This is an optimization exercise on Yosys and OpenROAD, whose aim is small area, not a production implementation. Only simulation tests tie the RTL to the original design; equivalence was not proved. Power and IR drop assume default switching activity.

==> design/flow/design.v <==
module debounce_switches(
input clk,
input rst,
input [17:0]SW, 
output [17:0]SW_db
);
debounce db0(clk, rst, SW[0], SW_db[0]);
debounce db1(clk, rst, SW[1], SW_db[1]);
debounce db2(clk, rst, SW[2], SW_db[2]);
debounce db3(clk, rst, SW[3], SW_db[3]);
debounce db4(clk, rst, SW[4], SW_db[4]);
debounce db5(clk, rst, SW[5], SW_db[5]);
debounce db6(clk, rst, SW[6], SW_db[6]);
debounce db7(clk, rst, SW[7], SW_db[7]);
debounce db10(clk, rst, SW[8], SW_db[8]);
debounce db11(clk, rst, SW[9], SW_db[9]);
debounce db12(clk, rst, SW[10], SW_db[10]);
debounce db13(clk, rst, SW[11], SW_db[11]);
debounce db14(clk, rst, SW[12], SW_db[12]);
debounce db15(clk, rst, SW[13], SW_db[13]);
debounce db16(clk, rst, SW[14], SW_db[14]);
debounce db17(clk, rst, SW[15], SW_db[15]);
debounce db18(clk, rst, SW[16], SW_db[16]);
debounce db19(clk, rst, SW[17], SW_db[17]);
endmodule
module debounce (
input clk,
input rst,
input SW, 
output reg SW_db
);
reg [7:0]count;
parameter CALMING_WINDOW = 8'd100;
reg [2:0]S;
reg [2:0]NS;
parameter
	START = 3'd0,
	ONE = 3'd1,
	MAYBE_ONE = 3'd2,
	ZERO = 3'd3,
	MAYBE_ZERO = 3'd4,
	ERROR = 3'hF;
always @(posedge clk or negedge rst)
begin
	if (rst == 1'b0)
		S <= START;
	else
		S <= NS;
end
always @(*)
begin
	case (S)
		START: NS = ZERO;  
		ONE: 
			if (SW == 1'b0)
				NS = MAYBE_ZERO;
			else
				NS = ONE;
		MAYBE_ONE:
			if (SW == 1'b1 && count > 8'd100)
				NS = ONE;
			else if (SW == 1'b1)
				NS = MAYBE_ONE;
			else
				NS = ZERO;
		ZERO:
			if (SW == 1'b1)
				NS = MAYBE_ONE;
			else
				NS = ZERO;
		MAYBE_ZERO:
			if (SW == 1'b0 && count > 8'd100)
				NS = ZERO;
			else if (SW == 1'b0)
				NS = MAYBE_ZERO;
			else
				NS = ONE;
		default: NS = ERROR;
	endcase
end
always @(posedge clk or negedge rst)
begin
	if (rst == 1'b0)
	begin
		count <= 8'd0;
		SW_db <= 1'b0;
	end
	else
		case (S)
			START:
			begin
				count <= 8'd0;
			end
			ONE: 
			begin
				count <= 8'd0;
				SW_db <= 1'b1;
			end
			MAYBE_ONE:
			begin
				count <= count + 1'b1;
				SW_db <= 1'b0;
			end
			ZERO:
			begin
				count <= 8'd0;				
				SW_db <= 1'b0;
			end
			MAYBE_ZERO:
			begin
				count <= count + 1'b1;
				SW_db <= 1'b1;
			end
		endcase
end
endmodule
module vga_driver(
input clk,
input rst,
output reg vga_clk,
output reg hsync,  
output reg vsync,  
output reg active_pixels,  
output reg frame_done,  
output reg [9:0]xPixel,  
output reg [9:0]yPixel,  
output reg VGA_BLANK_N,	 
output reg VGA_SYNC_N		 
);
parameter HA_END = 10'd639;            
parameter HS_STA = HA_END + 16;    
parameter HS_END = HS_STA + 96;    
parameter WIDTH   = 10'd799;            
parameter VA_END = 10'd479;            
parameter VS_STA = VA_END + 10;    
parameter VS_END = VS_STA + 2;     
parameter HEIGHT = 10'd524;            
always @(*)
begin 
	hsync = ~((xPixel >= HS_STA) && (xPixel < HS_END));
	vsync = ~((yPixel >= VS_STA) && (yPixel < VS_END));
	active_pixels = (xPixel <= HA_END && yPixel <= VA_END);
	frame_done = (yPixel >= VA_END);
	VGA_BLANK_N = active_pixels;
	VGA_SYNC_N = 1'b1;
end
always @(posedge clk or negedge rst)
begin
	if (rst == 1'b0)
	begin
		vga_clk <= 1'b0;
		xPixel <= 10'd0;
		yPixel <= 10'd0;
	end
	else
	begin
		vga_clk = ~vga_clk;  
		if (vga_clk == 1'b1)
			if(xPixel == WIDTH)
			begin
				xPixel <= 10'd0;
				if(yPixel == HEIGHT)
				begin
					yPixel<=10'd0;
				end
				else
				begin
					yPixel <= yPixel+1'b1;
				end
			end
			else
			begin
				xPixel <= xPixel+1'b1;
			end
		end
end
endmodule
module space_invader(
    input clk,
    input rst,
	 input start,
	 input left,
	 input right,
	 output reg [9:0]player_x_pos,
	 output reg done
	 );
reg [6:0]S;
reg [6:0]NS;
parameter START = 7'd0,
			 START_GAME = 7'd1,
			 PLAYER_WIN = 7'd2,
			 ENEMY_WIN = 7'd3,
			 WIN = 7'd4,
			 GAME_OVER = 7'd5,
			 ERROR = 7'd6;
parameter width = 15,
			 height = 15,
			 i = 0;
wire all_enemy_die = 1'b0;
reg player_die;
reg [9:0] px;  
reg [7:0] score;
reg [9:0] enemy1_x_pos;
reg [9:0] enemy1_y_pos;
reg [9:0] p_bullet_x_pos;
reg [9:0] p_bullet_y_pos;
always @(*)
begin
	case (S)
		START:
		begin
			if (start == 1'b1)
				NS = START_GAME;
			else
				NS = START;
		end
		START_GAME:
		begin
			if (all_enemy_die)
				NS = WIN;
			else if (player_die)
				NS = GAME_OVER;
			else
				NS = START_GAME;
		end
		PLAYER_WIN: 
		if(done == 1'b1)
			NS = WIN;
		else
			NS = PLAYER_WIN;
		ENEMY_WIN: 
		if(done == 1'b1)
			NS = GAME_OVER;
		else
			NS = ENEMY_WIN;
		WIN:
		begin 
			if(start == 1'b1)
				NS = START;
			else
				NS = WIN;
		end
		GAME_OVER: 
		begin
				if(start == 1'b1)
				NS = START;
			else
				NS = WIN;
		end
		default NS = ERROR;
	endcase
end
always @(posedge clk or negedge rst)
begin
	if (rst == 1'b0)
	begin
		done = 1'b0;
		player_die = 1'b0;
		player_x_pos <= 320; 
		enemy1_x_pos = 320; 
		enemy1_y_pos = 240;
		score = 0;
		p_bullet_x_pos = 320;
		p_bullet_y_pos = 15;	
	end
	else
		case (S)
			START_GAME: 
			begin
				if (~done) begin
					px = player_x_pos;
					if ((left == 1) && (px >= 15))
						px = px - 6;
					if ((right == 1) && (px <= 625))
						px = px + 6;
					else if (px >=625)
						px = 625;
					else if (px <=14)
						px = 15;
					player_x_pos <= px;
				end
				if (~done) begin
					enemy1_x_pos = enemy1_x_pos - 1;
					if (enemy1_x_pos <= 14) 
					begin
						enemy1_x_pos = enemy1_x_pos + 1;
						if (enemy1_x_pos >=625)
						begin
							enemy1_y_pos = enemy1_y_pos - 1;
							score = score + 1;
							if (enemy1_y_pos <= 15)
							begin
								player_die = 1'b1;
							end
						end
					end
				end
			end
			PLAYER_WIN: done = 1'b1;
			ENEMY_WIN: done = 1'b1;
		endcase
end
always @(posedge clk or negedge rst)
begin
	if (rst == 1'b0)
	begin
		S <= START;
	end
	else
	begin
		S <= NS;
	end
end
endmodule
module space_invaders_vga (
  input         clk,           
  input         rst_n,         
  input  [3:1]  key,           
  input  [17:0] sw,            
  output        vga_clk,
  output        vga_hs,
  output        vga_vs,
  output        vga_blank_n,
  output        vga_sync_n,
  output reg [7:0] vga_r,
  output reg [7:0] vga_g,
  output reg [7:0] vga_b,
  output        led_done,
  output reg [14:0] fb0_addr,
  output reg [23:0] fb0_wdata,
  output reg        fb0_wren,
  input      [23:0] fb0_rdata,
  output reg [14:0] fb1_addr,
  output reg [23:0] fb1_wdata,
  output reg        fb1_wren,
  input      [23:0] fb1_rdata
);
wire rst;
assign rst = rst_n;
wire left;
wire shoot;
wire right;
assign left = key[3];
assign shoot = key[2];
assign right = key[1];
wire [17:0]SW_db;
debounce_switches db(
.clk(clk),
.rst(rst),
.SW(sw),
.SW_db(SW_db)
);
wire active_pixels;  
wire frame_done;
wire [9:0]posi_x;
wire [9:0]x;  
wire [9:0]y;  
space_invader game(clk ,rst, shoot, left, right, posi_x, led_done);
vga_driver the_vga(
.clk(clk),
.rst(rst),
.vga_clk(vga_clk),
.hsync(vga_hs),
.vsync(vga_vs),
.active_pixels(active_pixels),
.frame_done(frame_done),
.xPixel(x),
.yPixel(y),
.VGA_BLANK_N(vga_blank_n),
.VGA_SYNC_N(vga_sync_n)
);
reg [15:0]i;
reg [7:0]S;
reg [7:0]NS;
parameter
	START 			= 8'd0,
	W2M_INIT 		= 8'd1,
	W2M_COND 		= 8'd2,
	W2M_INC 		= 8'd3,
	W2M_DONE 		= 8'd4,
	RFM_INIT_START 	= 8'd5,
	RFM_INIT_WAIT 	= 8'd6,
	RFM_DRAWING 	= 8'd7,
	ERROR 			= 8'hFF;
parameter MEMORY_SIZE = 16'd19200;  
parameter PIXEL_VIRTUAL_SIZE = 16'd4;  
parameter VGA_WIDTH = 16'd640;
parameter VGA_HEIGHT = 16'd480;
parameter VIRTUAL_PIXEL_WIDTH = VGA_WIDTH/PIXEL_VIRTUAL_SIZE;  
parameter VIRTUAL_PIXEL_HEIGHT = VGA_HEIGHT/PIXEL_VIRTUAL_SIZE;  
reg [1:0]wr_id;
reg [14:0] write_buf_mem_address;
reg [23:0] write_buf_mem_data;
reg write_buf_mem_wren;
reg [23:0]read_buf_mem_q;
reg [14:0] read_buf_mem_address;
parameter MEM_INIT_WRITE = 2'd0,
		  MEM_M0_READ_M1_WRITE = 2'd1,
		  MEM_M0_WRITE_M1_READ = 2'd2,
		  MEM_ERROR = 2'd3;
always @(*)
begin
	if (S == RFM_INIT_WAIT || S == RFM_INIT_START || S == RFM_DRAWING)
	begin
		{vga_r, vga_g, vga_b} = read_buf_mem_q;
	end
	else  
		{vga_r, vga_g, vga_b} = 24'hFFFFFF;
end
always @(*)
	case (S)
		START:
			if (key[1] == 1'b0)  
				NS = W2M_INIT;
			else
				NS = W2M_DONE;
		W2M_INIT: NS = W2M_COND;
		W2M_COND:
			if (i < MEMORY_SIZE)
				NS = W2M_INC;
			else
				NS = W2M_DONE;
		W2M_INC: NS = W2M_COND;
		W2M_DONE:
			if (frame_done == 1'b1)
				NS = RFM_INIT_START;
			else
				NS = W2M_DONE;
		RFM_INIT_START: NS = RFM_INIT_WAIT;
		RFM_INIT_WAIT:
			if (frame_done == 1'b0)
				NS = RFM_DRAWING;
			else
				NS = RFM_INIT_WAIT;
		RFM_DRAWING:
			if (frame_done == 1'b1)
				NS = RFM_INIT_START;
			else
				NS = RFM_DRAWING;
		default:	NS = ERROR;
	endcase
always @(posedge clk or negedge rst)
begin
	if (rst == 1'b0)
	begin
			S <= START;
	end
	else
	begin
			S <= NS;
	end
end
always @(posedge clk or negedge rst)
begin
	if (rst == 1'b0)
	begin
		write_buf_mem_address <= 14'd0;
		write_buf_mem_data <= 24'd0;
		write_buf_mem_wren <= 1'd0;
		i <= 16'd0;
		wr_id <= MEM_INIT_WRITE;
		read_buf_mem_address <= 15'd0;
	end
	else
	begin
		case (S)
			START:
			begin
				write_buf_mem_address <= 14'd0;
				write_buf_mem_data <= 24'd0;
				write_buf_mem_wren <= 1'd0;
				i <= 16'd0;
				wr_id <= MEM_INIT_WRITE;
			end
			W2M_INIT:
			begin
				write_buf_mem_address <= 14'd0;
				write_buf_mem_data <= 24'd0;
				write_buf_mem_wren <= 1'd1;
				i <= 16'd0;
			end
			W2M_COND:
			begin
			end
			W2M_INC:
			begin
				i <= i + 1'b1;
				write_buf_mem_address <= write_buf_mem_address + 1'b1;
				write_buf_mem_data <= 24'hFFFFFF;  
			end
			W2M_DONE: write_buf_mem_wren <= 1'd0;  
			RFM_INIT_START:
			begin
				write_buf_mem_wren <= 1'd0;  
				if (wr_id == MEM_INIT_WRITE)
					wr_id <= MEM_M0_READ_M1_WRITE;
				else if (wr_id == MEM_M0_READ_M1_WRITE)
					wr_id <= MEM_M0_WRITE_M1_READ;
				else
					wr_id <= MEM_M0_READ_M1_WRITE;
				if (y < VGA_HEIGHT-1 && x < VGA_WIDTH-1)  
					read_buf_mem_address <= (x/PIXEL_VIRTUAL_SIZE) * VIRTUAL_PIXEL_HEIGHT + (y/PIXEL_VIRTUAL_SIZE) ;
			end
			RFM_INIT_WAIT:
			begin
				if (y < VGA_HEIGHT-1 && x < VGA_WIDTH-1)  
					read_buf_mem_address <= (x/PIXEL_VIRTUAL_SIZE) * VIRTUAL_PIXEL_HEIGHT + (y/PIXEL_VIRTUAL_SIZE) ;
			end
			RFM_DRAWING:
			begin
				if (y < VGA_HEIGHT-1 && x < VGA_WIDTH-1)
					read_buf_mem_address <= (x/PIXEL_VIRTUAL_SIZE) * VIRTUAL_PIXEL_HEIGHT + (y/PIXEL_VIRTUAL_SIZE) ;
				if (SW_db[17] == 1'b1)  
				begin
					write_buf_mem_address <= posi_x * VIRTUAL_PIXEL_HEIGHT + (SW_db[6:0]);
					write_buf_mem_data <= {SW_db[16]*8'hFF, SW_db[15]*8'hFF, SW_db[14]*8'hFF};
					write_buf_mem_wren <= 1'b1;
				end
				else
					write_buf_mem_wren <= 1'b0;
			end
		endcase
	end
end
always @(*)
begin
	if (wr_id == MEM_INIT_WRITE)  
	begin
		fb0_addr = write_buf_mem_address;
		fb0_wdata = write_buf_mem_data;
		fb0_wren = write_buf_mem_wren;
		fb1_addr = write_buf_mem_address;
		fb1_wdata = write_buf_mem_data;
		fb1_wren = write_buf_mem_wren;
		read_buf_mem_q = fb1_rdata;  
	end
	else if (wr_id == MEM_M0_WRITE_M1_READ)  
	begin
		fb0_addr = write_buf_mem_address;
		fb0_wdata = write_buf_mem_data;
		fb0_wren = write_buf_mem_wren;
		fb1_addr = read_buf_mem_address;
		fb1_wdata = 24'd0;
		fb1_wren = 1'b0;
		read_buf_mem_q = fb1_rdata;
	end
	else  
	begin
		fb0_addr = read_buf_mem_address;
		fb0_wdata = 24'd0;
		fb0_wren = 1'b0;
		read_buf_mem_q = fb0_rdata;
		fb1_addr = write_buf_mem_address;
		fb1_wdata = write_buf_mem_data;
		fb1_wren = write_buf_mem_wren;
	end
end
endmodule
==> design/flow/run.sh <==
#!/bin/bash
# synth_recipe.tcl (not shown) runs the flow's synth.tcl, then flattens the netlist and writes it again
# the make line also repeats each setting of config.mk as NAME=value (left out here)
make -C /OpenROAD-flow-scripts/flow DESIGN_CONFIG=/design/flow/config.mk WORK_HOME=/design/flow/orfs CLKGATE_MAP_FILE= SYNTH_SCRIPT=/design/flow/synth_recipe.tcl finish
==> design/flow/config.mk <==
export PLATFORM = sky130hd
export DESIGN_NAME = space_invaders_vga
export DESIGN_NICKNAME = space_invaders_vga
export VERILOG_FILES = /design/flow/design.v
export SDC_FILE = /design/flow/constraint.sdc
export NUM_CORES = 4
export LEC_CHECK = 0
export CAP_MARGIN = 20
export CORE_MARGIN = 2
export CORE_UTILIZATION = 40
export PLACE_DENSITY = 0.6
export SLEW_MARGIN = 20
==> design/flow/constraint.sdc <==
create_clock -name core_clock -period 20.0 [get_ports {clk}]
set_input_delay 4.0000 -clock core_clock [delete_from_list [all_inputs] [get_ports {clk}]]
set_output_delay 4.0000 -clock core_clock [all_outputs]
set_load 0.01 [all_outputs]
==> summary.txt <==
Run status
  – Status: timing/DRC/antenna clean

STA
  – TNS Setup: 0 ns
  – Max_slew headroom: 25.4%
  – F_max: approximately 110 MHz
  – Pins Over Slew Limit: 0
  – Hold_ws: 0.380 ns
  – Tcrit/Tclk final: 46.2%
  – Fin Clk Skew: between 0.01 and 0.015 ns
  – Final hold vios: 0
  – Final setup viols: 0
  – RSZ-0062 raised after global routing: no
  – Final min period: 9.25 ns
  – Slew of the pin with the lowest slew margin: 1.12 ns
  – Final WS setup: 10.75 ns

Global route
  – Antenna violations before repair: 0
  – Overall Global Routing Usage: 17.8%
  – Vias in the first global route: 12400
  – First-pass GRT wire length: ~62000 um
  – Largest net degree at the start of global routing: 95
  – Gr ovfl total: 0

Synth
  – Multiplexer share of the synthesized area: 4.50%
  – Ys Warns: 5
  – Syn Inst Count: 1842
  – Xor/xnor share of the synthesized area: under 10%
  – Prevailing post-synth register cell: dfrtp_1
  – Synth Register Bits: roughly 220
  – Cell type with the largest total area after synthesis: dfrtp_1
  – Synth unique cells: 77
  – Share of the synthesized area in the top cell type: 35.3%
  – Ys async rst share: between 90% and 100%
  – Avg Inst Size Synth: 8.55 um^2
  – Largest family of logic cells by synthesized area: simple AND/OR/NAND/NOR gates
  – Sequential area share after synthesis: 35.6%
  – Simple-gate portion of the synthesized area: 19.0%
  – Synth top area cells: dfrtp_1 35%, ha_1 7.2%, o21ai_0 6.4%
  – Syn_nets: ~2000
  – Post-Syn Area: between 15000 and 20000 um^2
  – Most instantiated cells after synthesis: 222 x dfrtp_1, 209 x nor2_1, 204 x nand2_1, 201 x o21ai_0, 122 x inv_1
  – Synth Area in Adders: 11.3%
  – Post-synth EDFFs: 0
  – Synth Area in Compound Gates: 17.6%
  – Most common cell in the netlist: dfrtp_1

Placed design
  – # port buffers: 172
  – Detailed placement HPWL: 25900 um
  – Place WS: 10.76 ns
  – Gpl congestion: 0.805

Pwr
  – PwrDens: 107 nW/um^2
  – P_leak: 0.00797 uW
  – Sequential cell fraction of total power: 25.4%
  – Clock Power Share: 26.0%
  – Cell internal pwr: 1200 uW
  – Switching share of total power: between 30% and 40%
  – Gate power share: 48.7%
  – Maximum VDD drop: 0.000133 V
  – P_sw: 774 uW
  – Total power: roughly 2000 uW

Clock tree
  – Hold-fix buffers, CTS: 0
  – TritonCTS clock tree: done
  – Setup Fix Bufs, Post-CTS: 0
  – Clk slew on worst S/H paths: 0.06 ns
  – TritonCTS buffer count: 27
  – Root Driver: clkbuf_16
  – Clk buf depth: 3
  – Worst skew pair latency: approximately 0.53 ns
  – Clk sink count: 224
  – CTS resizes: 0
  – CTS HTree Levels: 1

Routing
  – Vias: 12800
  – Vias per cell: between 5 and 6
  – Residual DRC: 0
  – Drt first pass iters: 5
  – Total wire length: 35800 um
  – ANT nets after route: 0
  – DR iter-0 viols: 563
  – WL/cell: 14.5 um

Die
  – Num ports: 181
  – Rows: 72
  – Starting Density: 40.7%
  – Die Span Y: 202 um
  – Die width: roughly 200 um
  – DIE AREA: around 41000 um^2
  – Core Box Area: 38700 um^2

Job
  – Max-Cap Viols: 0

Critical path
  – Startpoint type of the worst setup path: primary input
  – Critical Path Source: fb0_rdata[16]
  – Required @ worst endpoint: 16.00 ns
  – Crit path kind: primary input to output pin
  – Reg2Reg Depth: 13
  – Reg-to-reg startpoint: game.player_x_pos[1]
  – R2r endpoint: write_buf_mem_address[14]
  – Worst Setup EP: vga_r[0]
  – Critical path capture point type: output pin
  – R2R Setup Slk: 15.70 ns
  – CP max FO: 1
  – Critical Path AT: 5.25 ns

Cells and area
  – Area delta synth->final: 17.7%
  – Layout Utilization: 47.9%
  – Post-layout net count: 2133
  – Layout cells sized above 1: 6.13%
  – Diodes inserted: 0

Min path
  – Worst Hold Class: register to register
-- state kept, by name (all words and copies together), names as in the netlist, 10 cells and up --
name and flops:
write_buf_mem_address 15, the_vga.yPixel 10, i 16, read_buf_mem_address 15, the_vga.xPixel 10, game.player_x_pos 10
-- logic make-up (layout without fill, tap and decap cells) --
kind of cell               count (synthesis)  count (layout)
buffers and inverters                    233             349
muxes                                     66              66
and+or+nand+nor                          648             648
adders and majority gates                123             123
DFF                                      224             224
AOI/OAI and AO/OA                        454             454
other                                      1               1
xor gates and xnor gates                  93              93
-- routing by layer --
metal	part of all wire [%]	global-route usage [%]	vias up
li1	-	-	6478
met1	50	25.7	6179
met2	46	28.8	143
met3	3.0	2.29	35
met4	1.3	2.95	0
met5	0	0	-
-- cell type report --
cell class              instances  area (um^2)
clock buffers                  36          759
fillers                      3781        20200
clock inverters                12          171
flip-flops and latches        224         5610
well taps                     518          648
repair buffers                179         1780
inverters                     122          458
multi-input cells            1385         9110
-- worst min-delay path by stage --
stage,to,from,depth (start not counted)
floorplan,game.player_die,game.player_die,1
global placement,game.player_die,game.player_die,0
detailed placement,game.player_die,game.player_die,0
CTS,game.player_die,game.player_die,0
global route,game.player_die,game.player_die,0
finish,game.player_die,game.player_die,0
-- per-stage QoR --
| stage | area (um^2) | std cells |
|---|---|---|
| final | 18500 | 2476 |
| after CTS | 18500 | 2476 |
| after detailed placement | 17600 | 2428 |
| after global routing | 18500 | 2476 |
| after floorplan | 15700 | 1842 |
| after global placement | 17600 | 2428 |
-- critical path: stages --
cell and delay (ns):
clkdlybuf4s50_1 0.52, mux2i_1 0.09, nand2_1 0.10, clkdlybuf4s50_1 0.53
-- power groups by stage --
stage               Combinational (uW)  Sequential, uW  Clock (uW)
floorplan                          782             498           0
global placement                   953             509           0
detailed placement                 958             509           0
CTS                                974             501         530
global route                      1090             505         550
finish                             962             501         513
-- placed cells by master (no fill, tap or decap), types with 8 or more instances in the layout --
cell type        Yosys  routed
nor2b_1             37      37
and3_1              24      24
nor3b_1              8       8
a41oi_1              9       9
nand2_1            204     204
inv_1              122     122
and2_1               8       8
o21ai_1              9       9
nand2b_1            22      22
a21oi_1             88      87
dfrtp_1            222     221
nand3_1             51      51
a21o_1              11      11
mux2_2              38      38
a31oi_1             35      35
xnor2_1             49      49
nor2_1             209     208
nand4_1             17      17
xor2_1              41      41
o21ai_0            201     201
o31ai_1             17      17
mux2i_1             28      28
clkbuf_16            0      27
nor3_1              31      31
a22o_1               8       8
or3_1                8       8
ha_1                91      91
o21a_1              11      11
clkdlybuf4s50_1      0     171
fa_1                32      32

[separate check: timing with driven ports]
The flow's constraints put no driver on any port. The routed layout listed below was extracted and timed again, unchanged, in two steps. Step 1: set_driving_cell puts a clkbuf_16 on clk and a buf_2 on each other input, an assumption about the parent block. Step 2 times the ports against the registers' clock, not the clock port: input delays grow and output delays shrink by t, the midpoint of the rising clock arrivals with the driver on. a / b / c = ideal ports / drivers / drivers and shift; a / b = the first two.
t (ns): 0.577
setup slack, ns: 10.754 / 10.722 / 10.722
hold slack, ns: 0.380 / 0.380 / 0.380
worst setup path at the end: input to output
worst register clock-pin slew, ns: 0.06 / 0.06
After both steps this run still meets setup and hold. The setup slack of this run moves by -0.032 ns with the drivers and by -0.032 ns with both steps.
